From an optimization exercise on the open Yosys and OpenROAD flow, aimed at small area, a short achievable clock period and few clock cycles; shortcuts taken in it are not production practice.
Where RTL was checked, it was by simulation tests only, not by an equivalence proof against the original.
Only the layout flow was run in runs 2 to 5; the RTL was not checked for function there.

==> design/flow/design.v <==
module JAM (
    input CLK,
    input RST,
    output [2:0] W,
    output [2:0] J,
    input [6:0] Cost,
    output [3:0] MatchCount,
    output [9:0] MinCost,
    output reg Valid );
localparam ROUND = 3'd0, SEL = 3'd1, FIN = 3'd2, BUILD = 3'd3, COUNT = 3'd4;
reg [2:0] state;
reg [2:0] r;             
reg [2:0] i0;            
reg [2:0] cj;            
reg [2:0] j0;            
reg [8:0] base;          
reg first;
reg [7:0] mind;
reg [2:0] jmin;
reg [6:0] vpc;           
reg [6:0] vpj;           
reg [7:0] dcj;           
reg [2:0] rj;            
reg [7:0] S;             
reg rootr;               
reg [7:0] colFree;
reg [6:0] vp [0:7];
reg [7:0] dst [0:7];     
reg [2:0] way [0:7];     
reg [2:0] rowOf [0:7];   
reg [2:0] ja;
reg augdone;
reg [9:0] mc;
reg [3:0] cnt;
assign MinCost = mc;
assign MatchCount = cnt;
function [3:0] lowest;           
    input [7:0] m;
    begin
        casez (m)
            8'b???????1: lowest = 4'b1000;
            8'b??????10: lowest = 4'b1001;
            8'b?????100: lowest = 4'b1010;
            8'b????1000: lowest = 4'b1011;
            8'b???10000: lowest = 4'b1100;
            8'b??100000: lowest = 4'b1101;
            8'b?1000000: lowest = 4'b1110;
            8'b10000000: lowest = 4'b1111;
            default:     lowest = 4'b0000;
        endcase
    end
endfunction
function lt7;
    input [6:0] c;
    input [10:0] t;
    begin
        if (t[10])
            lt7 = 1'b0;
        else if (t[9:7] != 3'd0)
            lt7 = 1'b1;
        else
            lt7 = c < t[6:0];
    end
endfunction
function [7:0] above;            
    input [2:0] k;
    begin
        above = 8'hFE << k;
    end
endfunction
wire [2:0] j1 = way[ja];
wire [2:0] aR = (state == ROUND) ? cj : (state == FIN) ? j1 : i0;
wire [2:0] rA = rowOf[aR];
assign W = (state == SEL) ? rj : i0;
assign J = (state == SEL) ? jmin : cj;
wire [6:0] vp_cj = vpc;
wire [7:0] dA = dst[i0];
wire [9:0] bv = {base[8], base} + {3'd0, vp_cj};
wire [10:0] thr_o = 11'd256 - {bv[9], bv};
wire over = !lt7(Cost, thr_o);
wire [4:0] cur_lo = {1'b0, bv[3:0]} + {1'b0, Cost[3:0]};
wire [3:0] cur_h0 = bv[7:4] + {1'b0, Cost[6:4]};
wire [3:0] cur_h1 = bv[7:4] + {1'b0, Cost[6:4]} + 4'd1;
wire [7:0] cur_b = {cur_lo[4] ? cur_h1 : cur_h0, cur_lo[3:0]};
wire [7:0] cur8 = over ? 8'd255 : cur_b;
wire [7:0] dst_cj = dcj;
wire [10:0] thr_d = {3'd0, dst_cj} - {bv[9], bv};
wire [10:0] thr_m = {3'd0, mind} - {bv[9], bv};
wire better = rootr || lt7(Cost, thr_d);
wire cur_lt_min = lt7(Cost, thr_m);
wire dst_lt_min = dst_cj < mind;
wire take = first || (better ? cur_lt_min : dst_lt_min);
wire [7:0] nd = better ? cur8 : dst_cj;
wire [3:0] nxt_round = lowest(~S & above(cj));
wire [7:0] bitcj = 8'd1 << cj;
wire [7:0] S_sel = S | (8'd1 << jmin);
wire [3:0] first_round = lowest(~S_sel);
wire [3:0] lS = lowest(S);
wire [7:0] S_fin = S & ~bitcj;
wire [3:0] lSf = lowest(S_fin);
wire aug_last = (j1 == ja);
wire cur_eq_min = (thr_m[10:7] == 4'd0) && (thr_m[6:0] == Cost);
wire newmin = (cj == 3'd0) || cur_lt_min;
wire [7:0] tmask = newmin ? bitcj : cur_eq_min ? (S | bitcj) : S;
wire [2:0] ncol = (state == ROUND) ? nxt_round[2:0] :
                  (state == SEL) ? (colFree[jmin] ? lS[2:0] : first_round[2:0]) :
                  (state == FIN) ? lSf[2:0] : cj + 3'd1;
wire [6:0] vpn = colFree[ncol] ? 7'd0 : vp[ncol];
wire [6:0] vp_upd = vpc + (mind[6:0] - dcj[6:0]);
wire [7:0] dstn = dst[ncol];
wire [6:0] vp0 = colFree[0] ? 7'd0 : vp[0];
wire [7:0] adj = dA;
wire [2:0] dm1 = i0 - 3'd1;
wire [7:0] cand = adj & ~S & (first ? 8'hFF : above(rA));
wire [3:0] lj = lowest(cand);
wire [7:0] u2 = S | (8'd1 << lj[2:0]);
reg ok;
integer k;
always @(*) begin
    ok = 1'b1;
    for (k = 1; k < 8; k = k + 1)
        if (k > i0 && (dst[k] & ~u2) == 8'd0)
            ok = 1'b0;
end
wire d6 = first && (i0 == 3'd6);
wire [7:0] fx = ~S;
wire [7:0] flo = fx & (~fx + 8'd1);
wire [7:0] fhi = fx ^ flo;
wire [7:0] m6 = dst[6] & fx;
wire [7:0] m7 = dst[7] & fx;
wire c1 = (|(m6 & flo)) && (|(m7 & fhi));
wire c2 = (|(m6 & fhi)) && (|(m7 & flo));
wire [2:0] pd = rowOf[dm1];
always @(posedge CLK or posedge RST) begin
    if (RST) begin
        state <= ROUND;
        r <= 3'd0;
        i0 <= 3'd0;
        cj <= 3'd0;
        base <= 9'd0;
        first <= 1'b1;
        S <= 8'd0;
        rootr <= 1'b1;
        vpc <= 7'd0;
        colFree <= 8'hFF;
        mc <= 10'd0;
        cnt <= 4'd0;
        Valid <= 1'b0;
        augdone <= 1'b0;
    end else begin
        case (state)
        ROUND: begin
            first <= 1'b0;
            if (nxt_round[3]) begin
                cj <= nxt_round[2:0];
                vpc <= vpn;
                dcj <= dstn;
            end else begin
                state <= SEL;
            end
        end
        SEL: begin
            if (colFree[jmin]) begin
                mc <= mc + {2'd0, mind};
                colFree[jmin] <= 1'b0;
                cj <= lS[2:0];
                vpc <= vpn;
                dcj <= dstn;
                augdone <= 1'b0;
                state <= FIN;
            end else begin
                S <= S_sel;
                rootr <= 1'b0;
                i0 <= rj;
                base <= {1'b0, mind} - {2'd0, Cost} - {2'd0, vpj};
                cj <= first_round[2:0];
                vpc <= vpn;
                dcj <= dstn;
                first <= 1'b1;
                state <= ROUND;
            end
        end
        FIN: begin
            if (S != 8'd0) begin
                S <= S_fin;
                cj <= lSf[2:0];
                vpc <= vpn;
                dcj <= dstn;
            end
            if (!augdone && aug_last)
                augdone <= 1'b1;
            if (S_fin == 8'd0 && (augdone || aug_last)) begin
                vpc <= (S != 8'd0 && cj == 3'd0) ? vp_upd : vp0;
                dcj <= dst[0];
                if (r == 3'd7) begin
                    state <= BUILD;
                    i0 <= 3'd0;
                    cj <= 3'd0;
                    base <= 9'd0;
                end else begin
                    state <= ROUND;
                    r <= r + 3'd1;
                    i0 <= r + 3'd1;
                    base <= 9'd0;
                    rootr <= 1'b1;
                    cj <= 3'd0;
                    first <= 1'b1;
                end
            end
        end
        BUILD: begin
            S <= tmask;
            cj <= cj + 3'd1;
            vpc <= vpn;
            dcj <= dstn;
            if (cj == 3'd7) begin
                i0 <= i0 + 3'd1;
                if (i0 == 3'd7) begin
                    state <= COUNT;
                    S <= 8'd0;
                    first <= 1'b1;
                end
            end
        end
        COUNT: if (!Valid) begin
            if (d6) begin
                cnt <= cnt + {3'd0, c1} + {3'd0, c2};
                i0 <= dm1;
                S <= S & ~(8'd1 << pd);
                first <= 1'b0;
            end else if (lj[3]) begin
                if (ok) begin
                    S <= u2;
                    i0 <= i0 + 3'd1;
                    first <= 1'b1;
                end else begin
                    first <= 1'b0;
                end
            end else if (i0 == 3'd0) begin
                Valid <= 1'b1;
            end else begin
                i0 <= dm1;
                S <= S & ~(8'd1 << pd);
                first <= 1'b0;
            end
        end
        default: state <= ROUND;
        endcase
    end
end
always @(posedge CLK) begin
    case (state)
    ROUND: begin
        if (better) begin
            dst[cj] <= cur8;
            way[cj] <= rootr ? cj : j0;
        end
        if (take) begin
            mind <= nd;
            jmin <= cj;
            vpj <= vpc;
            rj <= rA;
        end
    end
    SEL: begin
        j0 <= jmin;
        ja <= jmin;
        if (colFree[jmin])
            vp[jmin] <= 7'd0;
    end
    FIN: begin
        if (S != 8'd0)
            vp[cj] <= vp_upd;
        if (!augdone) begin
            rowOf[ja] <= aug_last ? r : rA;
            if (!aug_last)
                ja <= j1;
        end
    end
    BUILD: begin
        if (newmin)
            mind <= cur8;
        if (cj == 3'd7)
            dst[i0] <= tmask;
    end
    COUNT: begin
        if (!Valid && !d6 && lj[3])
            rowOf[i0] <= lj[2:0];
    end
    default: ;
    endcase
end
endmodule
==> design/flow/flow/run.sh <==
#!/bin/bash
# The standard layout (standard.sh: the standard synthesis, then ORFS to the
# final layout), with timing repair aiming at 5.6 ns of setup slack instead of
# config.mk's 5, so that it works further on the paths it shortens.
set -euo pipefail
sed 's/SETUP_SLACK_MARGIN=[0-9.]*/SETUP_SLACK_MARGIN=5.6/' standard.sh > standard_margin.sh
bash standard_margin.sh > standard.log 2>&1
==> design/flow/standard.sh <==
#!/bin/bash
# synth_recipe.tcl (not shown) runs the flow's synth.tcl, then flattens the netlist and writes it again
# the make line also repeats each setting of config.mk as NAME=value (left out here)
make -C /OpenROAD-flow-scripts/flow DESIGN_CONFIG=/design/flow/config.mk WORK_HOME=/design/flow/orfs CLKGATE_MAP_FILE= SYNTH_SCRIPT=/design/flow/synth_recipe.tcl "${@:-finish}"
==> design/flow/config.mk <==
export PLATFORM = sky130hd
export DESIGN_NAME = JAM
export DESIGN_NICKNAME = JAM
export VERILOG_FILES = /design/flow/design.v
export SDC_FILE = /design/flow/constraint.sdc
export NUM_CORES = 4
export LEC_CHECK = 0
export ABC_AREA = 0
export CAP_MARGIN = 20
export CORE_MARGIN = 2
export CORE_UTILIZATION = 50
export PLACE_DENSITY = 0.65
export SETUP_SLACK_MARGIN = 5
export SLEW_MARGIN = 20
==> design/flow/constraint.sdc <==
create_clock -name core_clock -period 10.0 [get_ports {CLK}]
set_input_delay 2.0000 -clock core_clock [delete_from_list [all_inputs] [get_ports {CLK}]]
set_output_delay 2.0000 -clock core_clock [all_outputs]
set_load 0.01 [all_outputs]
==> results of run 1 <==
-- metrics by stage --
step / hold WS [ps] / cell area [um2] / setup slack (ps)
after detailed placement: 442 / 19600 / 4060
after CTS: 452 / 21700 / 5220
final: 456 / 22700 / 5120
after floorplan: 426 / 18900 / 5540
after global routing: 473 / 22700 / 5020
after global placement: 442 / 19600 / 4140
-- synth_stat cells, types with 32 or more instances --
library cell,instances
a21o_1,32
a21oi_1,151
clkbuf_1,66
dfrtp_1,52
edfxtp_1,203
ha_1,106
inv_1,109
mux2_2,61
mux2i_1,73
nand2_1,145
nor2_1,161
nor2b_1,39
o21ai_0,108
xnor2_1,36
-- area by class of cell --
cell class                      instances  area, um2
Fill cell                            2978      13900
Sequential cell                       268       7740
Inverter                              115        455
Multi-Input combinational cell       1369      11500
Timing Repair Buffer                  166       1580
Clock inverter                         13        103
Clock buffer                           40        797
Tap cell                              468        586
-- what timing repair did --
action                     in CTS  in global routing
pin swaps                      44                 65
setup buffers                  74                 44
cloned                          2                  3
resized for setup             172                128
setup endpoints to repair     263                253
-- critical path, stage by stage, from the launching register on --
cell,delay (ps)
dfxtp_4,380
buf_6,140
mux2i_1,110
mux4_2,520
a221oi_4,420
and3b_4,290
a22oi_2,300
buf_4,190
a31oi_4,100
o21ai_2,260
and3_4,300
o21ai_4,80
and3_4,190
or4b_4,530
nand3_2,90
and4b_2,300
a21bo_4,270
mux2_4,300
-- flip-flops by register name, summed over array words and instances, names as in the netlist, 4 cells and up, named ones only --
signal	count
vpc	7
S	8
dcj	8
cnt	4
vpj	7
colFree	8
mc	10
mind	8
dst	64
rowOf	24
base	9
way	24
vp	56
-- per-layer routing --
metal / up-vias / track usage [%]
li1: 7056 / -
met1: 7800 / 43.4
met2: 773 / 46.1
met3: 157 / 5.22
met4: 0 / 10.7
met5: - / 0
-- cells by family (layout without fill, tap and decap cells) --
group | after synthesis | after routing | share of synthesized area [%]
simple gates | 499 | 502 | 12.6
mux | 163 | 163 | 11.0
xor+xnor | 55 | 55 | 2.59
compound gates | 523 | 523 | 18.8
buf+inv | 202 | 334 | 4.28
fa+ha+maj | 126 | 126 | 9.27
flops | 268 | 268 | 41.4
-- worst paths after layout --
check	from	endpoint	slack (ps)	cells after the start
min in group asynchronous	RST	vpc[5]$_DFFE_PP0P_	2090	3
worst max register to register	register	S[5]$_DFFE_PP0P_	5120	17
worst max-delay path	register	S[5]$_DFFE_PP0P_	5120	17
worst min register to register	colFree[3]$_DFFE_PP1P_	colFree[3]$_DFFE_PP1P_	460	2
worst min-delay path	colFree[3]$_DFFE_PP1P_	colFree[3]$_DFFE_PP1P_	460	2
max in group asynchronous	RST	i0[0]$_DFFE_PP0P_	7200	3
==> results.cfg, run 1 <==
[outcome]
outcome = no timing/DRC/antenna violations

[final_layout]
layout-drive-gt1-share_pct = 26.3
antennaDiodeCount = 0
final-instance-count-excl-fill = 2439
layout.cells.most_common_list = edfxtp_1, nand2_1, nor2_1
area_growth_syn_to_layout_pct = 22.0
final_common_cell = edfxtp_1
finalNetCount = 2084
final_util_pct = 62.1

[route]
drt-wirelength-per-cell_um = 24.6
drt_pass1_iterations = 8
drt_wl_total_um = 59900
violation_count_after_the_first_detailed_route_iteration = 1832
wl_met2_um = 26600
viasPerCell = 6.47
post_route_m1_wl_um = 26100
highest-signal-layer = met4
drtAntennaViolNets = 0
drt_drc_violations_left = 0
met3_wirelength_um = 5060
routed-via-count = 15786

[synthesis]
ys_top_cells_by_area = edfxtp_1, ha_1, dfrtp_1
synth_area_per_cell_um2 = 10.1
synth.ff_latch_count = 268
synth_seq_area_share_pct = 41.4
yosysUniqueCellTypes = 96
ys_async_rst_share_pct = 23.1
yosysTopAreaCellShare_pct = 32.7
ys_warn_count = 1
post-synth-top-area-cell = edfxtp_1
syn_inst = 1836
synth.cell_area_mm2 = 0.0186
synth_nets = 1971
synth_enable_flop_cells = 203
synth-main-ff-cell = edfxtp_1

[die]
ios = 30
die_h_um = 197
initial_cell_density_of_the_core_pct = 50.9
design.die.area_mm2 = 0.0388
floorplan.core_area_mm2 = 0.0366
chipWidth_um = 197
std_cell_rows = 70

[worst_setup_path]
type_of_the_worst_setup_path = register to register
worst-endpoint-arrival_ps = 5340
critPathLaunchType = register
critPathRequiredTime_ps = 10460
worst_setup_path_end_kind = register
critical_path_peak_fanout = 6

[timing]
final.min_clock_period_ps = 4880
period_share_pct = 48.8
rsz_0062_raised_after_global_routing = true
fin_worst_skew_ps = 14.3
drv_slew = 0
relSlewSlack_pct = 29.4
timing_worst_slew_pin_value_ps = 1050
finalHoldViolCount = 0
timing.fmax_ghz = 0.205
timing.setup.tns_ps = 0
timing.final.setup_violations = 0

[grt]
grt_pass1_wl_um = 90200
grt_remaining_overflow = 0
pin_count_of_the_biggest_net_entering_global_routing = 68
number_of_antenna_violations_at_the_first_check_in_global_routing = 0
grt_usage_pct = 30.2
vias_in_the_first_global_route = 15006

[place]
placed_cells_incl_taps = 2263
hpwl_detailed_um = 42600
gp_congestion = 0.982
numPortBuffers = 29

[clock_network]
worst_setup_hold_path_clk_slew_ps = 60
h_tree_depth = 1
root_buffer = clkbuf_16
cts_made_buffers = 29
clock-sinks = 268
tritoncts = done
clock_tree.buffer_depth = 3
clkLatencyLatePin_ps = 580
post_cts_hold_buffer_count = 0

[flow_run]
maxCapViolations = 0

[min_path]
hold_class = register to register
Testbench counts, summed over its fixed seeds: cycles 2,845.
==> run 2, diff against run 1 <==
--- a/design/flow/design.v
+++ b/design/flow/design.v
@@ -71,8 +71,8 @@
 wire [2:0] j1 = way[ja];
 wire [2:0] aR = (state == ROUND) ? cj : (state == FIN) ? j1 : i0;
 wire [2:0] rA = rowOf[aR];
-assign W = (state == SEL) ? rj : i0;
-assign J = (state == SEL) ? jmin : cj;
+assign W = i0;
+assign J = cj;
 wire [6:0] vp_cj = vpc;
 wire [7:0] dA = dst[i0];
 wire [9:0] bv = {base[8], base} + {3'd0, vp_cj};
@@ -157,6 +157,9 @@
                 dcj <= dstn;
             end else begin
                 state <= SEL;
+                i0 <= take ? rA : rj;
+                if (!take)
+                    cj <= jmin;
             end
         end
         SEL: begin
@@ -171,7 +174,6 @@
             end else begin
                 S <= S_sel;
                 rootr <= 1'b0;
-                i0 <= rj;
                 base <= {1'b0, mind} - {2'd0, Cost} - {2'd0, vpj};
                 cj <= first_round[2:0];
                 vpc <= vpn;
--- a/design/flow/config.mk
+++ b/design/flow/config.mk
@@ -5,7 +5,7 @@
 export SDC_FILE = /design/flow/constraint.sdc
 export NUM_CORES = 4
 export LEC_CHECK = 0
-export ABC_AREA = 0
+export ABC_AREA = 1
 export CAP_MARGIN = 20
 export CORE_MARGIN = 2
 export CORE_UTILIZATION = 50
==> run 2 against run 1 <==
Compared with the run above: fmax increased by 11%; clock skew increased by 14 ps; final area decreased by 7.3%; global-route usage increased by 0.36 points; register-to-register slack improved by 480 ps; worst setup slack improved by 480 ps; worst hold slack improved by 12 ps; non-clock buffer count decreased by 70; final cell count increased by 13%; synthesized cell count increased by 21%.
==> results.cfg, run 2 <==
[outcome]
outcome = no timing/DRC/antenna violations

[place]
post-place-ws_ps = 4430
placed_cells_incl_taps = 2655
numPortBuffers = 29
gp_congestion = 1.02
hpwl_detailed_um = 42600

[grt]
number_of_antenna_violations_at_the_first_check_in_global_routing = 1
grt_usage_pct = 30.6
pin_count_of_the_biggest_net_entering_global_routing = 87
grt_pass1_wl_um = 89600
grt_remaining_overflow = 0
vias_in_the_first_global_route = 15435

[synthesis]
synth_enable_flop_cells = 203
ys_top_cells_by_area = edfxtp_1, nand2_1, ha_1
synth.ff_latch_count = 268
synth-main-ff-cell = edfxtp_1
synth_seq_area_share_pct = 42.8
syn_inst = 2218
ys_warn_count = 1
ys_async_rst_share_pct = 23.1
synth_area_per_cell_um2 = 8.14
yosysUniqueCellTypes = 62
synth.cell_area_mm2 = 0.0181
yosysMostFrequentCell = nand2_1
post-synth-top-area-cell = edfxtp_1
synth_nets = 2353
yosysTopAreaCellShare_pct = 33.8
synth_commonest_cells = nand2_1, inv_1, edfxtp_1

[final_layout]
final-instance-count-excl-fill = 2764
register_with_the_most_flip_flops = dst
biggest_registers_after_layout = dst x64, vp x56
layout-drive-gt1-share_pct = 13.6
finalNetCount = 2414
antennaDiodeCount = 0
layout.cells.most_common_list = nand2_1, inv_1, edfxtp_1
final_common_cell = nand2_1
largest_register_ff_count = 64
area_growth_syn_to_layout_pct = 16.7
multi_input_gate_area_in_the_final_layout_mm2 = 0.00965
fillCellCount = 3146
ff_latch_area_mm2 = 0.00773

[clock_network]
clock-sinks = 268
worst_setup_hold_path_clk_slew_ps = 70
root_buffer = clkbuf_16
tritoncts = done
h_tree_depth = 1
post_cts_hold_buffer_count = 0
cts_made_buffers = 30
clkLatencyLatePin_ps = 600
clock_tree.buffer_depth = 3

[timing]
period_share_pct = 44.0
timing.fmax_ghz = 0.227
rsz_0062_raised_after_global_routing = true
finalWorstSetupSlack_ps = 5600
timing.setup.tns_ps = 0
drv_slew = 0
finalHoldViolCount = 0
timing_worst_slew_pin_value_ps = 1020
fin_worst_skew_ps = 28.5
timing.final.setup_violations = 0
relSlewSlack_pct = 31.8
timing.hold.ws_ps = 468
final.min_clock_period_ps = 4400

[worst_setup_path]
crit_end = mind[1]$_DFFE_PP_
kind_of_cell_adding_the_most_delay_to_the_critical_path = compound AO/OA/AOI/OAI gates
critPathLaunchType = register
crit_cells = 22
crit_path_start = base[1]$_DFFE_PP0P_
worst_path_max_delay_cell = dfrtp_1
reg2reg_depth = 22
regToRegSetupSlack_ps = 5600
worstReg2RegStart = base[1]$_DFFE_PP0P_
worst_path_cell_chain = ha_1 > a21oi_2 > nand2_1 > nand2_2 > nand2_1 > a21oi_2 > xor2_2 > ha_4 > a21oi_2 > o21ai_2 > xnor2_1 > ha_1 > a21oi_2 > o221ai_2 > nand4_1 > o21ai_1 > and2_4 > or2_4 > nand3_4 > inv_8 > buf_4 > o21ai_4
worst_setup_path_end_kind = register
top_cell_by_count_worst_path = a21oi_2
type_of_the_worst_setup_path = register to register
timing.critical_path.slowest_cell_delay_ps = 430
end_of_the_worst_register_to_register_path = mind[1]$_DFFE_PP_
critPathRequiredTime_ps = 10280
path_buf_inv = 2
worst-endpoint-arrival_ps = 4680
critical_path_peak_fanout = 8

[route]
viasPerCell = 5.95
routed-via-count = 16454
drt-wirelength-per-cell_um = 21.4
drt_drc_violations_left = 0
drt_pass1_iterations = 8
violation_count_after_the_first_detailed_route_iteration = 1769
drtAntennaViolNets = 0
drt_wl_total_um = 59300

[die]
die_h_um = 194
initial_cell_density_of_the_core_pct = 50.8
chipWidth_um = 194
std_cell_rows = 69
ios = 30
design.die.area_mm2 = 0.0377
floorplan.core_area_mm2 = 0.0356

[flow_run]
maxCapViolations = 0

[min_path]
worst_hold_startpoint = cnt[3]$_DFFE_PP0P_
hold_class = register to register
[run 2: cell types whose count changed after synthesis, sizes merged, moves of 58 or more]
cell / delta
nand3: +95
nand2: +356
mux2i: -73
inv: +182
o21ai: +95
mux2: -58
[run 2: timing repair]
item                       4_1_cts  5_1_grt
setup buffers                   16       35
resized for setup               84      121
pin swaps                        6       34
setup endpoints to repair      253      249
hold endpoints to repair         0        0
cloned                           0        1
[run 2: stage by stage]
step	cell area (um2)	util (%)
4_1_cts	20300	57.0
3_5_place_dp	18700	52.7
3_3_place_gp	18700	52.7
5_1_grt	21100	59.2
6_report	21100	59.2
2_1_floorplan	18100	-
[run 2: kinds of logic (layout without fill, tap and decap cells)]
group | count (synthesis) | in the layout | synth area share (%)
AO/OA/AOI/OAI | 519 | 519 | 16.5
XOR/XNOR | 50 | 50 | 2.43
adder cells (fa/ha/maj) | 126 | 126 | 9.56
buffers and inverters | 365 | 449 | 7.89
flip-flops | 268 | 268 | 42.8
multiplexers | 6 | 6 | 0.374
AND/OR/NAND/NOR | 884 | 885 | 20.5
[run 2: cell type report]
| class | instances | share of cell area, % |
|---|---|---|
| timing repair buffer | 96 | 4.19 |
| sequential | 268 | 36.7 |
| clock inverter | 12 | 0.689 |
| clock buffer | 44 | 4.39 |
| inverter | 297 | 5.50 |
| tap | 461 | 2.74 |
| multi-input combinational | 1586 | 45.8 |
[run 2: how the worst min path moves through the flow]
| stage | to | slack, ps | depth (start not counted) |
|---|---|---|---|
| final | cnt[3]$_DFFE_PP0P_ | 470 | 1 |
| after global routing | colFree[4]$_DFFE_PP1P_ | 500 | 2 |
| after CTS | cnt[3]$_DFFE_PP0P_ | 470 | 1 |
| after detailed placement | cnt[3]$_DFFE_PP0P_ | 460 | 1 |
| after global placement | cnt[3]$_DFFE_PP0P_ | 450 | 1 |
| after floorplan | colFree[2]$_DFFE_PP1P_ | 440 | 2 |
[run 2: routing by layer]
metal | routed length, um | vias up | global-route usage (%)
met5 | 0 | - | 0
met4 | 2840 | 0 | 13.5
met3 | 5130 | 175 | 4.44
met2 | 26400 | 851 | 47.9
met1 | 24900 | 7768 | 42.3
li1 | - | 7660 | -
==> run 3, diff against run 2 <==
--- a/design/flow/design.v
+++ b/design/flow/design.v
@@ -99,6 +99,7 @@
 wire [7:0] S_fin = S & ~bitcj;
 wire [3:0] lSf = lowest(S_fin);
 wire aug_last = (j1 == ja);
+wire sel_done = (S == 8'd0) && (way[jmin] == jmin);
 wire cur_eq_min = (thr_m[10:7] == 4'd0) && (thr_m[6:0] == Cost);
 wire newmin = (cj == 3'd0) || cur_lt_min;
 wire [7:0] tmask = newmin ? bitcj : cur_eq_min ? (S | bitcj) : S;
@@ -163,7 +164,26 @@
             end
         end
         SEL: begin
-            if (colFree[jmin]) begin
+            if (colFree[jmin] && sel_done) begin
+                mc <= mc + {2'd0, mind};
+                colFree[jmin] <= 1'b0;
+                vpc <= vp0;
+                dcj <= dst[0];
+                if (r == 3'd7) begin
+                    state <= BUILD;
+                    i0 <= 3'd0;
+                    cj <= 3'd0;
+                    base <= 9'd0;
+                end else begin
+                    state <= ROUND;
+                    r <= r + 3'd1;
+                    i0 <= r + 3'd1;
+                    base <= 9'd0;
+                    rootr <= 1'b1;
+                    cj <= 3'd0;
+                    first <= 1'b1;
+                end
+            end else if (colFree[jmin]) begin
                 mc <= mc + {2'd0, mind};
                 colFree[jmin] <= 1'b0;
                 cj <= lS[2:0];
@@ -269,6 +289,8 @@
         ja <= jmin;
         if (colFree[jmin])
             vp[jmin] <= 7'd0;
+        if (colFree[jmin] && sel_done)
+            rowOf[jmin] <= r;
     end
     FIN: begin
         if (S != 8'd0)
==> run 3 against run 2 <==
Compared with the run above: global-route usage grew 1.8 points; routed wire length grew 6.8%; non-clock buffer count rose by 17; fmax fell by 0.21%; worst setup slack worse by 9.2 ps; sequential cell count rose by 3; core utilization grew 0.69 points; critical endpoint is now vpj[2]$_DFFE_PP_; largest cell class unchanged; highest routed layer unchanged.
==> results.cfg, run 3 <==
[outcome]
outcome = no timing/DRC/antenna violations

[synthesis]
syn_inst = 2274
synth_area_per_cell_um2 = 8.16
synth.ff_latch_count = 271
yosysUniqueCellTypes = 68
post-synth-top-area-cell = edfxtp_1
synth.cell_area_mm2 = 0.0186
synth_seq_area_share_pct = 41.9
yosysMostFrequentCell = nand2_1
synth_enable_flop_cells = 203
ys_warn_count = 1
synth-main-ff-cell = edfxtp_1
ys_async_rst_share_pct = 22.9
ys_top_cells_by_area = edfxtp_1, nand2_1, ha_1
yosysTopAreaCellShare_pct = 32.8
synth_commonest_cells = nand2_1, inv_1, o21ai_0
synth_nets = 2409

[worst_setup_path]
timing.critical_path.slowest_cell_delay_ps = 420
worst_path_cell_chain = ha_4 > fa_2 > nand3_2 > nand3_4 > a21oi_2 > o21bai_2 > xor2_2 > buf_4 > buf_4 > ha_4 > xor2_2 > ha_1 > a21o_1 > o21ai_4 > nand2_1 > or2_4 > nand2_8 > clkinvlp_4 > nor2_4 > buf_12
worst_path_max_delay_cell = dfrtp_1
type_of_the_worst_setup_path = register to register
critPathLaunchType = register
critical_path_peak_fanout = 7
critPathRequiredTime_ps = 10270
worst_setup_path_end_kind = register
worst-endpoint-arrival_ps = 4680

[clock_network]
root_buffer = clkbuf_16
worst_setup_hold_path_clk_slew_ps = 60
h_tree_depth = 2
clock_tree.buffer_depth = 3
post_cts_hold_buffer_count = 0
clkLatencyLatePin_ps = 550
clock-sinks = 271
tritoncts = done
cts_made_buffers = 34

[final_layout]
finalNetCount = 2488
final_common_cell = nand2_1
biggest_registers_after_layout = dst x64, vp x56
final-instance-count-excl-fill = 2846
layout.cells.most_common_list = nand2_1, inv_1, edfxtp_1
register_with_the_most_flip_flops = dst
area_growth_syn_to_layout_pct = 18.2
layout-drive-gt1-share_pct = 14.6
antennaDiodeCount = 0
largest_register_ff_count = 64

[timing]
period_share_pct = 44.1
timing.fmax_ghz = 0.227
final.min_clock_period_ps = 4410
finalWorstSetupSlack_ps = 5590
relSlewSlack_pct = 30.0
timing.setup.tns_ps = 0
timing.hold.ws_ps = 465
drv_slew = 0
fin_worst_skew_ps = 13.5
timing.final.setup_violations = 0
finalHoldViolCount = 0
timing_worst_slew_pin_value_ps = 1040
rsz_0062_raised_after_global_routing = true

[grt]
grt_usage_pct = 32.3
pin_count_of_the_biggest_net_entering_global_routing = 78
vias_in_the_first_global_route = 16358
grt_pass1_wl_um = 94900
grt_remaining_overflow = 0
number_of_antenna_violations_at_the_first_check_in_global_routing = 0

[route]
viasPerCell = 6.04
drt_drc_violations_left = 0
routed-via-count = 17203
drt_wl_total_um = 63300
drtAntennaViolNets = 0
drt_pass1_iterations = 8
drt-wirelength-per-cell_um = 22.3
violation_count_after_the_first_detailed_route_iteration = 2090

[die]
ios = 30
design.die.area_mm2 = 0.0387
initial_cell_density_of_the_core_pct = 50.7
chipWidth_um = 197
floorplan.core_area_mm2 = 0.0366
std_cell_rows = 70
die_h_um = 197

[place]
post-place-ws_ps = 4020
gp_congestion = 1.01
hpwl_detailed_um = 45500
numPortBuffers = 29
placed_cells_incl_taps = 2715

[min_path]
hold_class = register to register

[flow_run]
maxCapViolations = 0
==> run 3: cells by family (layout without fill, tap and decap cells) <==
group	after synthesis	after routing	share of synthesized area (%)
flip-flops	271	271	41.9
multiplexers	6	6	0.364
buffers and inverters	364	467	7.61
XOR/XNOR	55	55	2.60
AND/OR/NAND/NOR	895	896	20.6
adder cells (fa/ha/maj)	126	126	9.30
AO/OA/AOI/OAI	557	557	17.6
==> run 3: final timing paths <==
check,startpoint,endpoint,slack [ps],cells past startpoint
min in group asynchronous,RST,vpc[4]$_DFFE_PP0P_,2090,3
max,vpc[0]$_DFFE_PP0P_,vpj[2]$_DFFE_PP_,5590,20
max in group asynchronous,RST,i0[2]$_DFFE_PP0P_,7180,3
min reg2reg,cnt[3]$_DFFE_PP0P_,cnt[3]$_DFFE_PP0P_,460,1
min,cnt[3]$_DFFE_PP0P_,cnt[3]$_DFFE_PP0P_,460,1
max reg2reg,vpc[0]$_DFFE_PP0P_,vpj[2]$_DFFE_PP_,5590,20
==> run 3: area by class of cell <==
type | count | area (um2)
sequential | 271 | 7790
inverter | 292 | 1120
tap | 468 | 586
timing repair buffer | 113 | 1170
timing repair inverter | 1 | 6.26
multi-input combinational | 1640 | 10200
fill | 3202 | 14700
clock inverter | 21 | 201
clock buffer | 40 | 883
==> run 3: timing repair <==
item,4_1_cts,5_1_grt
pin swaps,40,42
buffers inserted,36,29
cloned,2,2
gates resized for setup,108,108
endpoints found under the setup margin,259,269
==> run 3: worst max-delay path: cells and delay by family, from the launching register on <==
family	cells	cell delay, ps
compound gates	4	690
xor+xnor	2	420
buf+inv	4	580
flops	1	420
fa+ha+maj	4	1110
simple gates	6	900
==> run 3: metal layers <==
metal  global-route usage, %  up-vias  part of all wire [%]  routed length, um
met2                    50.1      826                    44              28100
met1                    44.6     8226                    42              26800
met3                    5.75      177                   8.9               5630
met5                       0        -                     0                  0
li1                        -     7974                     -                  -
met4                    14.4        0                   4.3               2740
==> run 3: stage by stage <==
| stage | utilization [%] | instance area, um2 |
|---|---|---|
| after global routing | 59.9 | 21900 |
| final | 59.9 | 21900 |
| after detailed placement | 52.7 | 19300 |
| after CTS | 58.0 | 21200 |
| after global placement | 52.7 | 19300 |
| after floorplan | - | 18600 |
==> run 4, diff against run 3 <==
--- a/design/flow/design.v
+++ b/design/flow/design.v
@@ -13,7 +13,7 @@
 reg [2:0] i0;            
 reg [2:0] cj;            
 reg [2:0] j0;            
-reg [8:0] base;          
+reg [8:0] base;           
 reg first;
 reg [7:0] mind;
 reg [2:0] jmin;
@@ -71,8 +71,9 @@
 wire [2:0] j1 = way[ja];
 wire [2:0] aR = (state == ROUND) ? cj : (state == FIN) ? j1 : i0;
 wire [2:0] rA = rowOf[aR];
-assign W = i0;
-assign J = cj;
+assign W = (state == SEL) ? rj : i0;
+assign J = (state == SEL) ? jmin : cj;
+wire [6:0] vpA = vpc;
 wire [6:0] vp_cj = vpc;
 wire [7:0] dA = dst[i0];
 wire [9:0] bv = {base[8], base} + {3'd0, vp_cj};
@@ -99,7 +100,6 @@
 wire [7:0] S_fin = S & ~bitcj;
 wire [3:0] lSf = lowest(S_fin);
 wire aug_last = (j1 == ja);
-wire sel_done = (S == 8'd0) && (way[jmin] == jmin);
 wire cur_eq_min = (thr_m[10:7] == 4'd0) && (thr_m[6:0] == Cost);
 wire newmin = (cj == 3'd0) || cur_lt_min;
 wire [7:0] tmask = newmin ? bitcj : cur_eq_min ? (S | bitcj) : S;
@@ -158,32 +158,10 @@
                 dcj <= dstn;
             end else begin
                 state <= SEL;
-                i0 <= take ? rA : rj;
-                if (!take)
-                    cj <= jmin;
             end
         end
         SEL: begin
-            if (colFree[jmin] && sel_done) begin
-                mc <= mc + {2'd0, mind};
-                colFree[jmin] <= 1'b0;
-                vpc <= vp0;
-                dcj <= dst[0];
-                if (r == 3'd7) begin
-                    state <= BUILD;
-                    i0 <= 3'd0;
-                    cj <= 3'd0;
-                    base <= 9'd0;
-                end else begin
-                    state <= ROUND;
-                    r <= r + 3'd1;
-                    i0 <= r + 3'd1;
-                    base <= 9'd0;
-                    rootr <= 1'b1;
-                    cj <= 3'd0;
-                    first <= 1'b1;
-                end
-            end else if (colFree[jmin]) begin
+            if (colFree[jmin]) begin
                 mc <= mc + {2'd0, mind};
                 colFree[jmin] <= 1'b0;
                 cj <= lS[2:0];
@@ -194,6 +172,7 @@
             end else begin
                 S <= S_sel;
                 rootr <= 1'b0;
+                i0 <= rj;
                 base <= {1'b0, mind} - {2'd0, Cost} - {2'd0, vpj};
                 cj <= first_round[2:0];
                 vpc <= vpn;
@@ -289,8 +268,6 @@
         ja <= jmin;
         if (colFree[jmin])
             vp[jmin] <= 7'd0;
-        if (colFree[jmin] && sel_done)
-            rowOf[jmin] <= r;
     end
     FIN: begin
         if (S != 8'd0)
==> design/flow/flow/run.sh (replaced) <==
#!/bin/bash
# The standard layout (standard.sh: the standard synthesis, then ORFS to the
# final layout), with timing repair aiming at 5.3 ns of setup slack instead of
# config.mk's 5, so that it works further on the paths it shortens.
set -euo pipefail
sed 's/SETUP_SLACK_MARGIN=[0-9.]*/SETUP_SLACK_MARGIN=5.3/' standard.sh > standard_margin.sh
bash standard_margin.sh > standard.log 2>&1
==> run 4 against run 3 <==
Compared with the run above: still clean; clock skew rose by 43 ps; final area fell by 7.4%; critical path depth fell by 17; die area fell by 2.7%; largest cell class unchanged.
==> results.cfg, run 4 <==
[worst_setup_path]
type_of_the_worst_setup_path = register to output pin
timing.critical_path.slowest_cell_delay_ps = 670
crit_path_start = cj[2]$_DFFE_PP0P_
critPathLaunchType = register
worst_path_cell_chain = inv_1 > o21ai_1 > clkdlybuf4s50_1
worst-endpoint-arrival_ps = 2600
worstReg2RegStart = jmin[1]$_DFFE_PP_
worst_path_max_delay_cell = dfrtp_1
critical_path_peak_fanout = 13
critPathRequiredTime_ps = 8000
worst_setup_path_end_kind = output pin

[die]
die_h_um = 194
design.die.area_mm2 = 0.0376
chipWidth_um = 194
ios = 30
initial_cell_density_of_the_core_pct = 50.7
std_cell_rows = 69
floorplan.core_area_mm2 = 0.0356

[clock_network]
post_cts_hold_buffer_count = 0
clock-sinks = 268
clock_tree.buffer_depth = 3
root_buffer = clkbuf_16
h_tree_depth = 1
cts_made_buffers = 30
worst_setup_hold_path_clk_slew_ps = 70
clkLatencyLatePin_ps = 610
tritoncts = done

[timing]
timing.final.setup_violations = 0
final.min_clock_period_ps = 4600
drv_slew = 0
timing.fmax_ghz = 0.217
relSlewSlack_pct = 28.7
timing_worst_slew_pin_value_ps = 1060
finalHoldViolCount = 0
fin_worst_skew_ps = 56.6
finalWorstSetupSlack_ps = 5400
timing.hold.ws_ps = 476
rsz_0062_raised_after_global_routing = true
timing.setup.tns_ps = 0
period_share_pct = 46.0

[grt]
grt_pass1_wl_um = 90200
most_utilized_layer_in_the_global_route_result = met2
gr-usage-met1_pct = 44.6
pin_count_of_the_biggest_net_entering_global_routing = 82
grt_usage_pct = 30.9
met3_usage_pct = 3.95
grt_remaining_overflow = 0
grtUsageMet2_pct = 48.7
number_of_antenna_violations_at_the_first_check_in_global_routing = 0
vias_in_the_first_global_route = 15264

[place]
numPortBuffers = 29
post-place-ws_ps = 4350
hpwl_detailed_um = 44000
gp_congestion = 0.990

[outcome]
outcome = no timing/DRC/antenna violations

[synthesis]
synth_nets = 2307
synth-main-ff-cell = edfxtp_1
yosysUniqueCellTypes = 60
synth.ff_latch_count = 268
ys_async_rst_share_pct = 23.1
synth.cell_area_mm2 = 0.0180
synth_enable_flop_cells = 203
ys_top_cells_by_area = edfxtp_1, nand2_1, ha_1
synth_area_per_cell_um2 = 8.31
ys_warn_count = 1
yosysTopAreaCellShare_pct = 33.8
yosysMostFrequentCell = nand2_1
syn_inst = 2172
synth_commonest_cells = nand2_1, inv_1, nor2_1
post-synth-top-area-cell = edfxtp_1
synth_seq_area_share_pct = 42.8

[route]
violation_count_after_the_first_detailed_route_iteration = 1924
drtAntennaViolNets = 0
routed-via-count = 16286
drt-wirelength-per-cell_um = 22.0
drt_wl_total_um = 59000
drt_pass1_iterations = 6
drt_drc_violations_left = 0
viasPerCell = 6.07

[final_layout]
antennaDiodeCount = 0
register_with_the_most_flip_flops = dst
layout.cells.most_common_list = nand2_1, inv_1, edfxtp_1
largest_register_ff_count = 64
area_growth_syn_to_layout_pct = 12.6
final_util_pct = 57.1
fillCellCount = 3251
biggest_registers_after_layout = dst x64, vp x56
final_common_cell = nand2_1
finalNetCount = 2334
layout-drive-gt1-share_pct = 10.9

[min_path]
hold_class = register to register
worst_hold_startpoint = colFree[5]$_DFFE_PP1P_

[flow_run]
maxCapViolations = 0
==> run 4: cell count changes in the layout (fill, tap and decap cells not counted), moves of 9 or more <==
cell / before / now
o211ai_1: 55 / 30
inv_1: 259 / 248
o21ai_0: 186 / 195
buf_12: 14 / 2
nand2_1: 451 / 410
nor2_1: 174 / 200
buf_4: 58 / 32
o21ai_1: 21 / 11
a21oi_1: 141 / 154
nor2_2: 21 / 12
==> run 4: kinds of logic after synthesis <==
kind of cell,count (synthesis),share of synthesized area (%)
and+or+nand+nor,851,20.2
AOI/OAI and AO/OA,528,17.0
buffers and inverters,339,7.37
DFF,268,42.8
adders and majority gates,126,9.57
xor gates and xnor gates,51,2.48
muxes,9,0.562
==> run 4: path summary, 6_finish.rpt <==
check	slack, ps	end	cells after the start
worst max register to register	5400	vp[6][5]$_DFFE_PP_	11
worst min register to register	480	colFree[5]$_DFFE_PP1P_	2
worst max-delay path	5400	J[2]	3
min in group asynchronous	2060	vpc[5]$_DFFE_PP0P_	3
max in group asynchronous	7170	i0[2]$_DFFE_PP0P_	3
worst min-delay path	480	colFree[5]$_DFFE_PP1P_	2
==> run 4: repair_timing <==
item / in CTS / in global routing
setup endpoints to repair: 238 / 267
setup buffers: 7 / 16
pin swaps: 8 / 14
gates resized for setup: 58 / 51
==> run 4: cell type report <==
class                      instances  area [um2]  area share, %
multi-input combinational       1565        9400           46.3
inverter                         268        1020           5.03
timing repair buffer              66         601           2.96
sequential                       268        7730           38.0
tap                              461         577           2.84
clock buffer                      35         769           3.79
clock inverter                    21         220           1.08
==> run 4: metrics by stage <==
stage                     std cells  cell area (um2)
after floorplan                2172            18000
final                          2684            20300
after global placement         2603            18700
after detailed placement       2603            18700
after CTS                      2666            20000
after global routing           2684            20300
==> run 4: worst max-delay path, delay by kind of cell (launching register included) <==
| kind | cells | cell delay (ps) |
|---|---|---|
| buffers and inverters | 2 | 1010 |
| DFF | 1 | 670 |
| AOI/OAI and AO/OA | 1 | 360 |
==> run 4: routing by layer <==
metal  wire, um  part of all wire (%)
met2      26700                    45
met5          0                     0
met3       5050                   8.6
met1      25300                    43
met4       2010                   3.4
==> run 5, diff against run 4 <==
==> design/flow/flow/run.sh (replaced) <==
#!/bin/bash
# The standard layout (standard.sh: the standard synthesis, then ORFS to the
# final layout), with timing repair aiming at 5.9 ns of setup slack instead of
# config.mk's 5, so that it works further on the paths it shortens.
set -euo pipefail
sed 's/SETUP_SLACK_MARGIN=[0-9.]*/SETUP_SLACK_MARGIN=5.9/' standard.sh > standard_margin.sh
bash standard_margin.sh > standard.log 2>&1
==> run 5 against run 4 <==
Compared with the run above: via count up 2.3%; core utilization up 5.2 points; highest routed layer unchanged; critical endpoint is now dst[7][0]$_DFFE_PP_; critical path type is now register to register; final area up 9.1%; still clean on timing, DRC and antenna; clock skew down 41 ps.
==> results.cfg, run 5 <==
[timing]
finalWorstSetupSlack_ps = 5670
timing_worst_slew_pin_value_ps = 1110
final.min_clock_period_ps = 4330
timing.final.setup_violations = 0
rsz_0062_raised_after_global_routing = true
relSlewSlack_pct = 25.3
period_share_pct = 43.3
timing.hold.ws_ps = 466
timing.fmax_ghz = 0.231
finalHoldViolCount = 0
drv_slew = 0
fin_worst_skew_ps = 15.6
timing.setup.tns_ps = 0

[clock_network]
clkLatencyLatePin_ps = 600
h_tree_depth = 1
root_buffer = clkbuf_16
clock-sinks = 268
clock_tree.buffer_depth = 3
cts_made_buffers = 31
tritoncts = done
worst_setup_hold_path_clk_slew_ps = 60

[worst_setup_path]
type_of_the_worst_setup_path = register to register
regToRegSetupSlack_ps = 5670
worstReg2RegStart = base[1]$_DFFE_PP0P_
reg2reg_depth = 23
critical_path_peak_fanout = 8
critPathLaunchType = register
critPathRequiredTime_ps = 10350
worst-endpoint-arrival_ps = 4680
worst_setup_path_end_kind = register
end_of_the_worst_register_to_register_path = dst[7][0]$_DFFE_PP_

[grt]
vias_in_the_first_global_route = 15624
grt_remaining_overflow = 0
grt_usage_pct = 31.2
pin_count_of_the_biggest_net_entering_global_routing = 82
number_of_antenna_violations_at_the_first_check_in_global_routing = 0
grt_pass1_wl_um = 91300

[final_layout]
ff_latch_area_mm2 = 0.00774
biggest_registers_after_layout = dst x64, vp x56
finalNetCount = 2430
layout-drive-gt1-share_pct = 19.5
area_growth_syn_to_layout_pct = 22.8
fillCellCount = 3035
layout.cells.most_common_list = nand2_1, inv_1, edfxtp_1
largest_register_ff_count = 64
final-instance-count-excl-fill = 2781
final_common_cell = nand2_1
antennaDiodeCount = 0
register_with_the_most_flip_flops = dst
multi_input_gate_area_in_the_final_layout_mm2 = 0.0101

[route]
routed-via-count = 16658
drt_pass1_iterations = 7
drtAntennaViolNets = 0
viasPerCell = 5.99
drt_drc_violations_left = 0
violation_count_after_the_first_detailed_route_iteration = 1819
drt_wl_total_um = 61100
drt-wirelength-per-cell_um = 22.0

[synthesis]
synth_seq_area_share_pct = 42.8
synth-main-ff-cell = edfxtp_1
synth_area_per_cell_um2 = 8.31
synth_commonest_cells = nand2_1, inv_1, nor2_1
ys_warn_count = 1
ys_top_cells_by_area = edfxtp_1, nand2_1, ha_1
synth.cell_area_mm2 = 0.0180
syn_inst = 2172
yosysMostFrequentCell = nand2_1
ys_async_rst_share_pct = 23.1
synth_nets = 2307
synth.ff_latch_count = 268
post-synth-top-area-cell = edfxtp_1
yosysUniqueCellTypes = 60
synth_enable_flop_cells = 203
yosysTopAreaCellShare_pct = 33.8

[die]
floorplan.core_area_mm2 = 0.0356
chipWidth_um = 194
die_h_um = 194
ios = 30
initial_cell_density_of_the_core_pct = 50.7
design.die.area_mm2 = 0.0376
std_cell_rows = 69

[min_path]
worst_hold_startpoint = colFree[4]$_DFFE_PP1P_
timing.hold.worst_endpoint = colFree[4]$_DFFE_PP1P_
hold_class = register to register
hold_depth = 2

[place]
post-place-ws_ps = 4660
numPortBuffers = 29
placed_cells_incl_taps = 2604
hpwl_detailed_um = 43400
gp_congestion = 1.03

[outcome]
outcome = no timing/DRC/antenna violations

[flow_run]
maxCapViolations = 0
-- run 5: cell counts after synthesis --
No cell type changed its count.
-- run 5: stage by stage --
stage / instance area, um2 / utilization [%]
final: 22200 / 62.3
after global routing: 22200 / 62.3
after CTS: 21100 / 59.2
after detailed placement: 18800 / 52.7
after global placement: 18800 / 52.7
after floorplan: 18100 / -
-- run 5: worst max path at each step --
stage          cells past startpoint             endpoint  slack (ps)                start
5_1_grt                           23  dst[7][0]$_DFFE_PP_        5540  base[1]$_DFFE_PP0P_
4_1_cts                           22  dst[6][6]$_DFFE_PP_        5640   vpc[0]$_DFFE_PP0P_
3_5_place_dp                       8  dst[0][4]$_DFFE_PP_        4660              Cost[5]
3_3_place_gp                       8  dst[3][1]$_DFFE_PP_        4760              Cost[5]
2_1_floorplan                     21  dst[6][0]$_DFFE_PP_        5900   vpc[2]$_DFFE_PP0P_
6_report                          23  dst[7][0]$_DFFE_PP_        5670  base[1]$_DFFE_PP0P_
-- run 5: final cells by class --
type,count,share of cell area [%]
sequential,268,34.9
clock inverter,20,1.20
inverter,268,4.79
multi-input combinational,1566,45.8
timing repair buffer,159,6.91
timing repair inverter,1,0.0508
tap,461,2.60
clock buffer,38,3.75
-- run 5: cells by family (layout without fill, tap and decap cells) --
family	after synthesis	in the layout	share of synthesized area, %
AO/OA/AOI/OAI	528	528	17.0
AND/OR/NAND/NOR	851	852	20.2
XOR/XNOR	51	51	2.48
multiplexers	9	9	0.562
adder cells (fa/ha/maj)	126	126	9.57
flip-flops	268	268	42.8
buffers and inverters	339	486	7.37
-- run 5: layer usage --
layer  GRT usage [%]  wire length [um]  up-vias
met1            44.0             25800     7964
met2            48.4             27200      812
li1                -                 -     7719
met3            5.64              5590      163
met4            11.5              2510        0
met5               0                 0        -
-- run 5: timing repair --
item | 4_1_cts | 5_1_grt
pin swaps | 44 | 79
hold buffers | 0 | 0
buffers inserted | 60 | 55
endpoints found under the setup margin | 272 | 270
gates resized for setup | 169 | 155
cloned | 1 | 1
-- run 5: critical path: stages (launching register included) --
cell	delay (ps)
dfrtp_2	440
buf_6	140
fa_2	450
xor2_4	200
inv_2	90
ha_4	260
buf_4	140
a21oi_2	120
o21ai_2	90
a21oi_2	120
o21bai_1	100
buf_4	140
xor2_1	140
ha_1	320
a21oi_2	180
o221ai_2	120
nand2_2	100
nand2_4	90
buf_4	160
nand2_1	70
nand2_1	130
nor2_1	210
a31oi_4	60
buf_12	190
==> run 6, diff against run 5 <==
--- a/design/flow/design.v
+++ b/design/flow/design.v
@@ -13,7 +13,7 @@
 reg [2:0] i0;            
 reg [2:0] cj;            
 reg [2:0] j0;            
-reg [8:0] base;           
+reg [8:0] base;          
 reg first;
 reg [7:0] mind;
 reg [2:0] jmin;
@@ -73,7 +73,6 @@
 wire [2:0] rA = rowOf[aR];
 assign W = (state == SEL) ? rj : i0;
 assign J = (state == SEL) ? jmin : cj;
-wire [6:0] vpA = vpc;
 wire [6:0] vp_cj = vpc;
 wire [7:0] dA = dst[i0];
 wire [9:0] bv = {base[8], base} + {3'd0, vp_cj};
==> design/flow/flow/run.sh (replaced) <==
#!/bin/bash
# The standard layout (standard.sh: the standard synthesis, then ORFS to the
# final layout), with timing repair aiming at 5.5 ns of setup slack instead of
# config.mk's 5, so that it works further on the paths it shortens.
set -euo pipefail
sed 's/SETUP_SLACK_MARGIN=[0-9.]*/SETUP_SLACK_MARGIN=5.5/' standard.sh > standard_margin.sh
bash standard_margin.sh > standard.log 2>&1
==> run 6 against run 5 <==
Compared with the run above: core utilization decreased by 3.6 points; worst setup slack lost 120 ps; global-route usage shrank 0.11 points; sequential share of layout area is 2.1 points higher; critical path depth shrank 20; clock skew is 3.6 ps higher; critical path type is now register to output pin.
==> results.cfg, run 6 <==
[die]
chipWidth_um = 194
initial_cell_density_of_the_core_pct = 50.7
design.die.area_mm2 = 0.0376
ios = 30
std_cell_rows = 69
die_h_um = 194
floorplan.core_area_mm2 = 0.0356

[worst_setup_path]
reg2reg_depth = 19
worstReg2RegStart = vpc[0]$_DFFE_PP0P_
regToRegSetupSlack_ps = 5580
worst_path_max_delay_cell = dfrtp_2
worst-endpoint-arrival_ps = 2450
end_of_the_worst_register_to_register_path = dst[2][5]$_DFFE_PP_
timing.critical_path.slowest_cell_delay_ps = 580
critical_path_peak_fanout = 13
path_buf_inv = 2
worst_setup_path_end_kind = output pin
critPathRequiredTime_ps = 8000
type_of_the_worst_setup_path = register to output pin
kind_of_cell_adding_the_most_delay_to_the_critical_path = buffers and inverters
worst_path_cell_chain = inv_1 > o21ai_0 > clkdlybuf4s50_1
critPathLaunchType = register

[timing]
timing.setup.tns_ps = 0
final.min_clock_period_ps = 4450
relSlewSlack_pct = 27.3
finalHoldViolCount = 0
fin_worst_skew_ps = 19.2
timing.hold.ws_ps = 469
rsz_0062_raised_after_global_routing = true
timing.final.setup_violations = 0
period_share_pct = 44.5
timing_worst_slew_pin_value_ps = 1080
drv_slew = 0
timing.fmax_ghz = 0.225

[synthesis]
synth_enable_flop_cells = 203
synth_seq_area_share_pct = 42.8
synth.cell_area_mm2 = 0.0180
synth_nets = 2307
synth.ff_latch_count = 268
synth_commonest_cells = nand2_1, inv_1, nor2_1
synth_area_per_cell_um2 = 8.31
ys_async_rst_share_pct = 23.1
ys_warn_count = 1
yosysTopAreaCellShare_pct = 33.8
post-synth-top-area-cell = edfxtp_1
yosysUniqueCellTypes = 60
syn_inst = 2172
yosysMostFrequentCell = nand2_1
ys_top_cells_by_area = edfxtp_1, nand2_1, ha_1
synth-main-ff-cell = edfxtp_1

[grt]
grt_remaining_overflow = 0
vias_in_the_first_global_route = 15636
pin_count_of_the_biggest_net_entering_global_routing = 82
grt_usage_pct = 31.1
number_of_antenna_violations_at_the_first_check_in_global_routing = 0
grt_pass1_wl_um = 90900

[final_layout]
biggest_registers_after_layout = dst x64, vp x56
layout-drive-gt1-share_pct = 13.8
design_area_mm2 = 0.0209
final_common_cell = nand2_1
area_growth_syn_to_layout_pct = 15.8
register_with_the_most_flip_flops = dst
largest_register_ff_count = 64
antennaDiodeCount = 0
layout.cells.most_common_list = nand2_1, inv_1, edfxtp_1
finalNetCount = 2363
final_util_pct = 58.7

[min_path]
hold_depth = 1
worst_hold_startpoint = mc[9]$_DFFE_PP0P_
timing.hold.worst_endpoint = mc[9]$_DFFE_PP0P_
hold_class = register to register

[route]
violation_count_after_the_first_detailed_route_iteration = 1879
drt_drc_violations_left = 0
viasPerCell = 6.04
routed-via-count = 16381
drt_pass1_iterations = 5
drtAntennaViolNets = 0
drt_wl_total_um = 60000
drt-wirelength-per-cell_um = 22.1

[outcome]
outcome = no timing/DRC/antenna violations

[place]
gp_congestion = 1.01
postPlaceCellArea_mm2 = 0.0187
hpwl_detailed_um = 44200
numPortBuffers = 29

[clock_network]
clock_tree.buffer_depth = 3
h_tree_depth = 1
tritoncts = done
cts_made_buffers = 29
clkLatencyLatePin_ps = 590
clock-sinks = 268
worst_setup_hold_path_clk_slew_ps = 60
root_buffer = clkbuf_16
post_cts_hold_buffer_count = 0

[flow_run]
maxCapViolations = 0
-- run 6: cell families after synthesis --
group,Yosys count,synth area share [%]
adder cells (fa/ha/maj),126,9.57
buffers and inverters,339,7.37
AND/OR/NAND/NOR,851,20.2
multiplexers,9,0.562
XOR/XNOR,51,2.48
AO/OA/AOI/OAI,528,17.0
flip-flops,268,42.8
-- run 6: repair_timing --
item | 4_1_cts | 5_1_grt
buffers inserted | 20 | 30
setup endpoints to repair | 305 | 266
gates resized for setup | 88 | 102
pin swaps | 19 | 47
cloned | 0 | 3
-- run 6: how the worst max path moves through the flow --
stage,from,end,slack (ps),depth (start not counted)
4_1_cts,state[2]$_DFFE_PP0P_,rowOf[2][2]$_DFFE_PP_,5470,26
2_1_floorplan,base[0]$_DFFE_PP0P_,jmin[0]$_DFFE_PP_,5500,20
3_3_place_gp,Cost[6],dst[5][5]$_DFFE_PP_,4480,11
6_report,i0[1]$_DFFE_PP0P_,W[1],5550,3
5_1_grt,base[1]$_DFFE_PP0P_,mind[2]$_DFFE_PP_,5420,24
3_5_place_dp,vpc[0]$_DFFE_PP0P_,dst[5][7]$_DFFE_PP_,4280,20
-- run 6: layout make-up --
type                            count  area (um2)
Clock buffer                       32         737
Clock inverter                     22         218
Fill cell                        3214       14700
Inverter                          268        1030
Multi-Input combinational cell   1567        9740
Sequential cell                   268        7730
Tap cell                          461         577
Timing Repair Buffer               94         852
-- run 6: routing by layer --
metal,routed length [um],global-route usage [%],vias to the layer above
met2,27000,49.2,807
met3,5870,5.11,164
met5,0,0,-
li1,-,-,7579
met4,2200,10.4,0
met1,24900,43.8,7831
-- run 6: through the flow --
stage,setup WS [ps],std cells
after floorplan,5500,2172
after detailed placement,4280,2604
final,5550,2712
after global routing,5420,2712
after global placement,4480,2603
after CTS,5470,2678
Testbench counts of run 6, summed over its fixed seeds: cycles 2,845.
==> run 7, diff against run 6 <==
==> design/flow/flow/run.sh (replaced) <==
#!/bin/bash
# The standard layout (standard.sh: the standard synthesis, then ORFS to the
# final layout), with timing repair aiming at 5.7 ns of setup slack instead of
# config.mk's 5, so that it works further on the paths it shortens.
set -euo pipefail
sed 's/SETUP_SLACK_MARGIN=[0-9.]*/SETUP_SLACK_MARGIN=5.7/' standard.sh > standard_margin.sh
bash standard_margin.sh > standard.log 2>&1
==> run 7 against run 6 <==
Compared with the run above: critical path depth is 7 higher; first-iteration DRC count is 16% lower; final area is 2.2% higher; die area stayed put; global-route usage is 0.32 points higher; final cell count is 0.77% higher; worst setup slack better by 64 ps; critical path type is now primary input to register.
==> results.cfg, run 7 <==
[final_layout]
register_with_the_most_flip_flops = dst
final_common_cell = nand2_1
fillCellCount = 3139
largest_register_ff_count = 64
biggest_registers_after_layout = dst x64, vp x56
layout-drive-gt1-share_pct = 16.1
antennaDiodeCount = 0
area_growth_syn_to_layout_pct = 18.4
final_util_pct = 60.0
layout.cells.most_common_list = nand2_1, inv_1, edfxtp_1
final-instance-count-excl-fill = 2733
finalNetCount = 2384
design_area_mm2 = 0.0214

[place]
postPlaceCellArea_mm2 = 0.0187
gp_congestion = 0.993
hpwl_detailed_um = 43900
numPortBuffers = 29
placed_cells_incl_taps = 2603

[route]
drtAntennaViolNets = 0
drt_pass1_iterations = 6
violation_count_after_the_first_detailed_route_iteration = 1586
drt_drc_violations_left = 0
drt_wl_total_um = 60500
routed-via-count = 16271
viasPerCell = 5.95
drt-wirelength-per-cell_um = 22.1

[synthesis]
yosysTopAreaCellShare_pct = 33.8
synth.cell_area_mm2 = 0.0180
synth.ff_latch_count = 268
syn_inst = 2172
ys_top_cells_by_area = edfxtp_1, nand2_1, ha_1
yosysUniqueCellTypes = 60
synth_nets = 2307
synth-main-ff-cell = edfxtp_1
yosysMostFrequentCell = nand2_1
synth_enable_flop_cells = 203
post-synth-top-area-cell = edfxtp_1
synth_area_per_cell_um2 = 8.31
ys_async_rst_share_pct = 23.1
synth_commonest_cells = nand2_1, inv_1, nor2_1
ys_warn_count = 1
synth_seq_area_share_pct = 42.8

[die]
floorplan.core_area_mm2 = 0.0356
initial_cell_density_of_the_core_pct = 50.7
chipWidth_um = 194
std_cell_rows = 69
design.die.area_mm2 = 0.0376
ios = 30
die_h_um = 194

[worst_setup_path]
top_cell_by_count_worst_path = xnor2_2
worst_path_cell_chain = clkdlybuf4s50_1 > ha_1 > fa_1 > inv_1 > nor3_1 > nand2_1 > xnor2_2 > xnor2_2 > nand3_1 > o21a_2
worst-endpoint-arrival_ps = 4690
critPathRequiredTime_ps = 10300
worst_setup_path_end_kind = register
type_of_the_worst_setup_path = primary input to register
worst_path_max_delay_cell = fa_1
critPathLaunchType = primary input
timing.critical_path.slowest_cell_delay_ps = 610
critical_path_peak_fanout = 8

[clock_network]
h_tree_depth = 1
clock-sinks = 268
worst_setup_hold_path_clk_slew_ps = 60
clkLatencyLatePin_ps = 590
root_buffer = clkbuf_16
post_cts_hold_buffer_count = 0
tritoncts = done
cts_made_buffers = 30
clock_tree.buffer_depth = 3

[outcome]
outcome = no timing/DRC/antenna violations

[min_path]
hold_class = register to register

[timing]
relSlewSlack_pct = 27.2
fin_worst_skew_ps = 27.0
timing.final.setup_violations = 0
period_share_pct = 43.8
final.min_clock_period_ps = 4380
finalHoldViolCount = 0
timing.setup.tns_ps = 0
timing.fmax_ghz = 0.228
rsz_0062_raised_after_global_routing = true
timing_worst_slew_pin_value_ps = 1080
drv_slew = 0

[grt]
grt_pass1_wl_um = 91600
vias_in_the_first_global_route = 15545
grt_remaining_overflow = 0
grt_usage_pct = 31.4
pin_count_of_the_biggest_net_entering_global_routing = 82
number_of_antenna_violations_at_the_first_check_in_global_routing = 0

[flow_run]
maxCapViolations = 0
[run 7: changes by cell type in the layout (fill, tap and decap cells not counted), sizes merged, moves of 2 or more]
cell,before,now
clkbuf,32,37
buf,65,85
bufinv,3,1
dlygate4sd2,1,4
dlymetal6s2s,2,4
clkinvlp,7,13
clkdlybuf4s50,26,21
inv,263,256
[run 7: layer usage]
metal | track usage [%] | part of all wire (%) | vias up
met2 | 49.0 | 45 | 725
met3 | 5.03 | 9.1 | 140
met5 | 0 | 0 | -
li1 | - | - | 7632
met4 | 10.9 | 3.8 | 0
met1 | 44.8 | 43 | 7774
[run 7: timing repair]
action | in CTS | in global routing
buffers inserted | 43 | 29
gates cloned | 2 | 0
endpoints found under the setup margin | 312 | 257
gates resized for setup | 150 | 115
pin swaps | 48 | 44
[run 7: final timing paths]
check,cells past startpoint,endpoint,slack (ps),start
setup / recovery,10,dst[4][7]$_DFFE_PP_,5620,Cost[4]
hold / removal,2,colFree[5]$_DFFE_PP1P_,470,colFree[5]$_DFFE_PP1P_
setup reg to reg,22,dst[4][3]$_DFFE_PP_,5720,vpc[2]$_DFFE_PP0P_
hold reg to reg,2,colFree[5]$_DFFE_PP1P_,470,colFree[5]$_DFFE_PP1P_
max in group asynchronous,3,i0[2]$_DFFE_PP0P_,7170,RST
min in group asynchronous,3,vpc[6]$_DFFE_PP0P_,2090,RST
[run 7: critical path: cells and delay by family]
family,cells,cell delay (ps)
AO/OA/AOI/OAI,1,260
XOR/XNOR,2,430
adder cells (fa/ha/maj),2,910
buffers and inverters,2,640
AND/OR/NAND/NOR,3,460
[run 7: cell type report]
type | instances | area, um2 | area share, %
inverter | 268 | 1070 | 5.02
clock inverter | 19 | 156 | 0.732
clock buffer | 36 | 803 | 3.76
sequential | 268 | 7740 | 36.2
tap | 461 | 577 | 2.70
multi-input combinational | 1566 | 9940 | 46.5
timing repair buffer | 115 | 1070 | 5.01
[run 7: kinds of logic (layout without fill, tap and decap cells)]
family	after synthesis	after routing	synth area share (%)
AND/OR/NAND/NOR	851	852	20.2
AO/OA/AOI/OAI	528	528	17.0
buffers and inverters	339	438	7.37
flip-flops	268	268	42.8
adder cells (fa/ha/maj)	126	126	9.57
XOR/XNOR	51	51	2.48
multiplexers	9	9	0.562
[run 7: through the flow]
step           worst slack (ps)  hold slack, ps
2_1_floorplan              5610             435
3_3_place_gp               4520             455
3_5_place_dp               4430             454
4_1_cts                    5510             471
5_1_grt                    5500             491
6_report                   5620             471

-- what the ideal ports hide --
The results above use ideal ports. As a check the final layouts listed here were re-extracted and re-timed, cells and wires unchanged. Step 1 sets driving cells, clkbuf_16 on the clock port and buf_2 on the other inputs (assumed; they add their load-dependent delay and slew). Step 2 times the ports against the registers' clock, not the clock port: input delays grow and output delays shrink by t, the midpoint of the rising clock arrivals with the driver on. Slacks: no drivers / after step 1 / after step 2; pairs: no drivers / after step 1.
| run | t, ns | setup slack, ns | worst setup path at the end | worst slew at a driven data input, ns | pins driven straight from the clock port |
|---|---|---|---|---|---|
| run 1 | 0.629 | 5.117 / 5.117 / 4.998 | input to register | 0.03 | 1 |
| run 2 | 0.639 | 5.597 / 5.597 / 5.076 | input to register | 0.03 | 1 |
| run 3 | 0.603 | 5.588 / 5.588 / 5.105 | input to register | 0.03 | 1 |
| run 4 | 0.631 | 5.400 / 5.350 / 4.851 | input to register | 0.04 | 1 |
| run 5 | 0.646 | 5.668 / 5.668 / 5.227 | input to register | 0.03 | 1 |
| run 6 | 0.629 | 5.551 / 5.500 / 5.136 | input to register | 0.03 | 1 |
| run 7 | 0.627 | 5.616 / 5.647 / 5.020 | input to register | 0.03 | 1 |
After both steps every run listed still meets setup and hold. For run 7, which loses most, drivers alone change the setup slack by +0.031 ns; drivers and shift together by -0.596 ns.
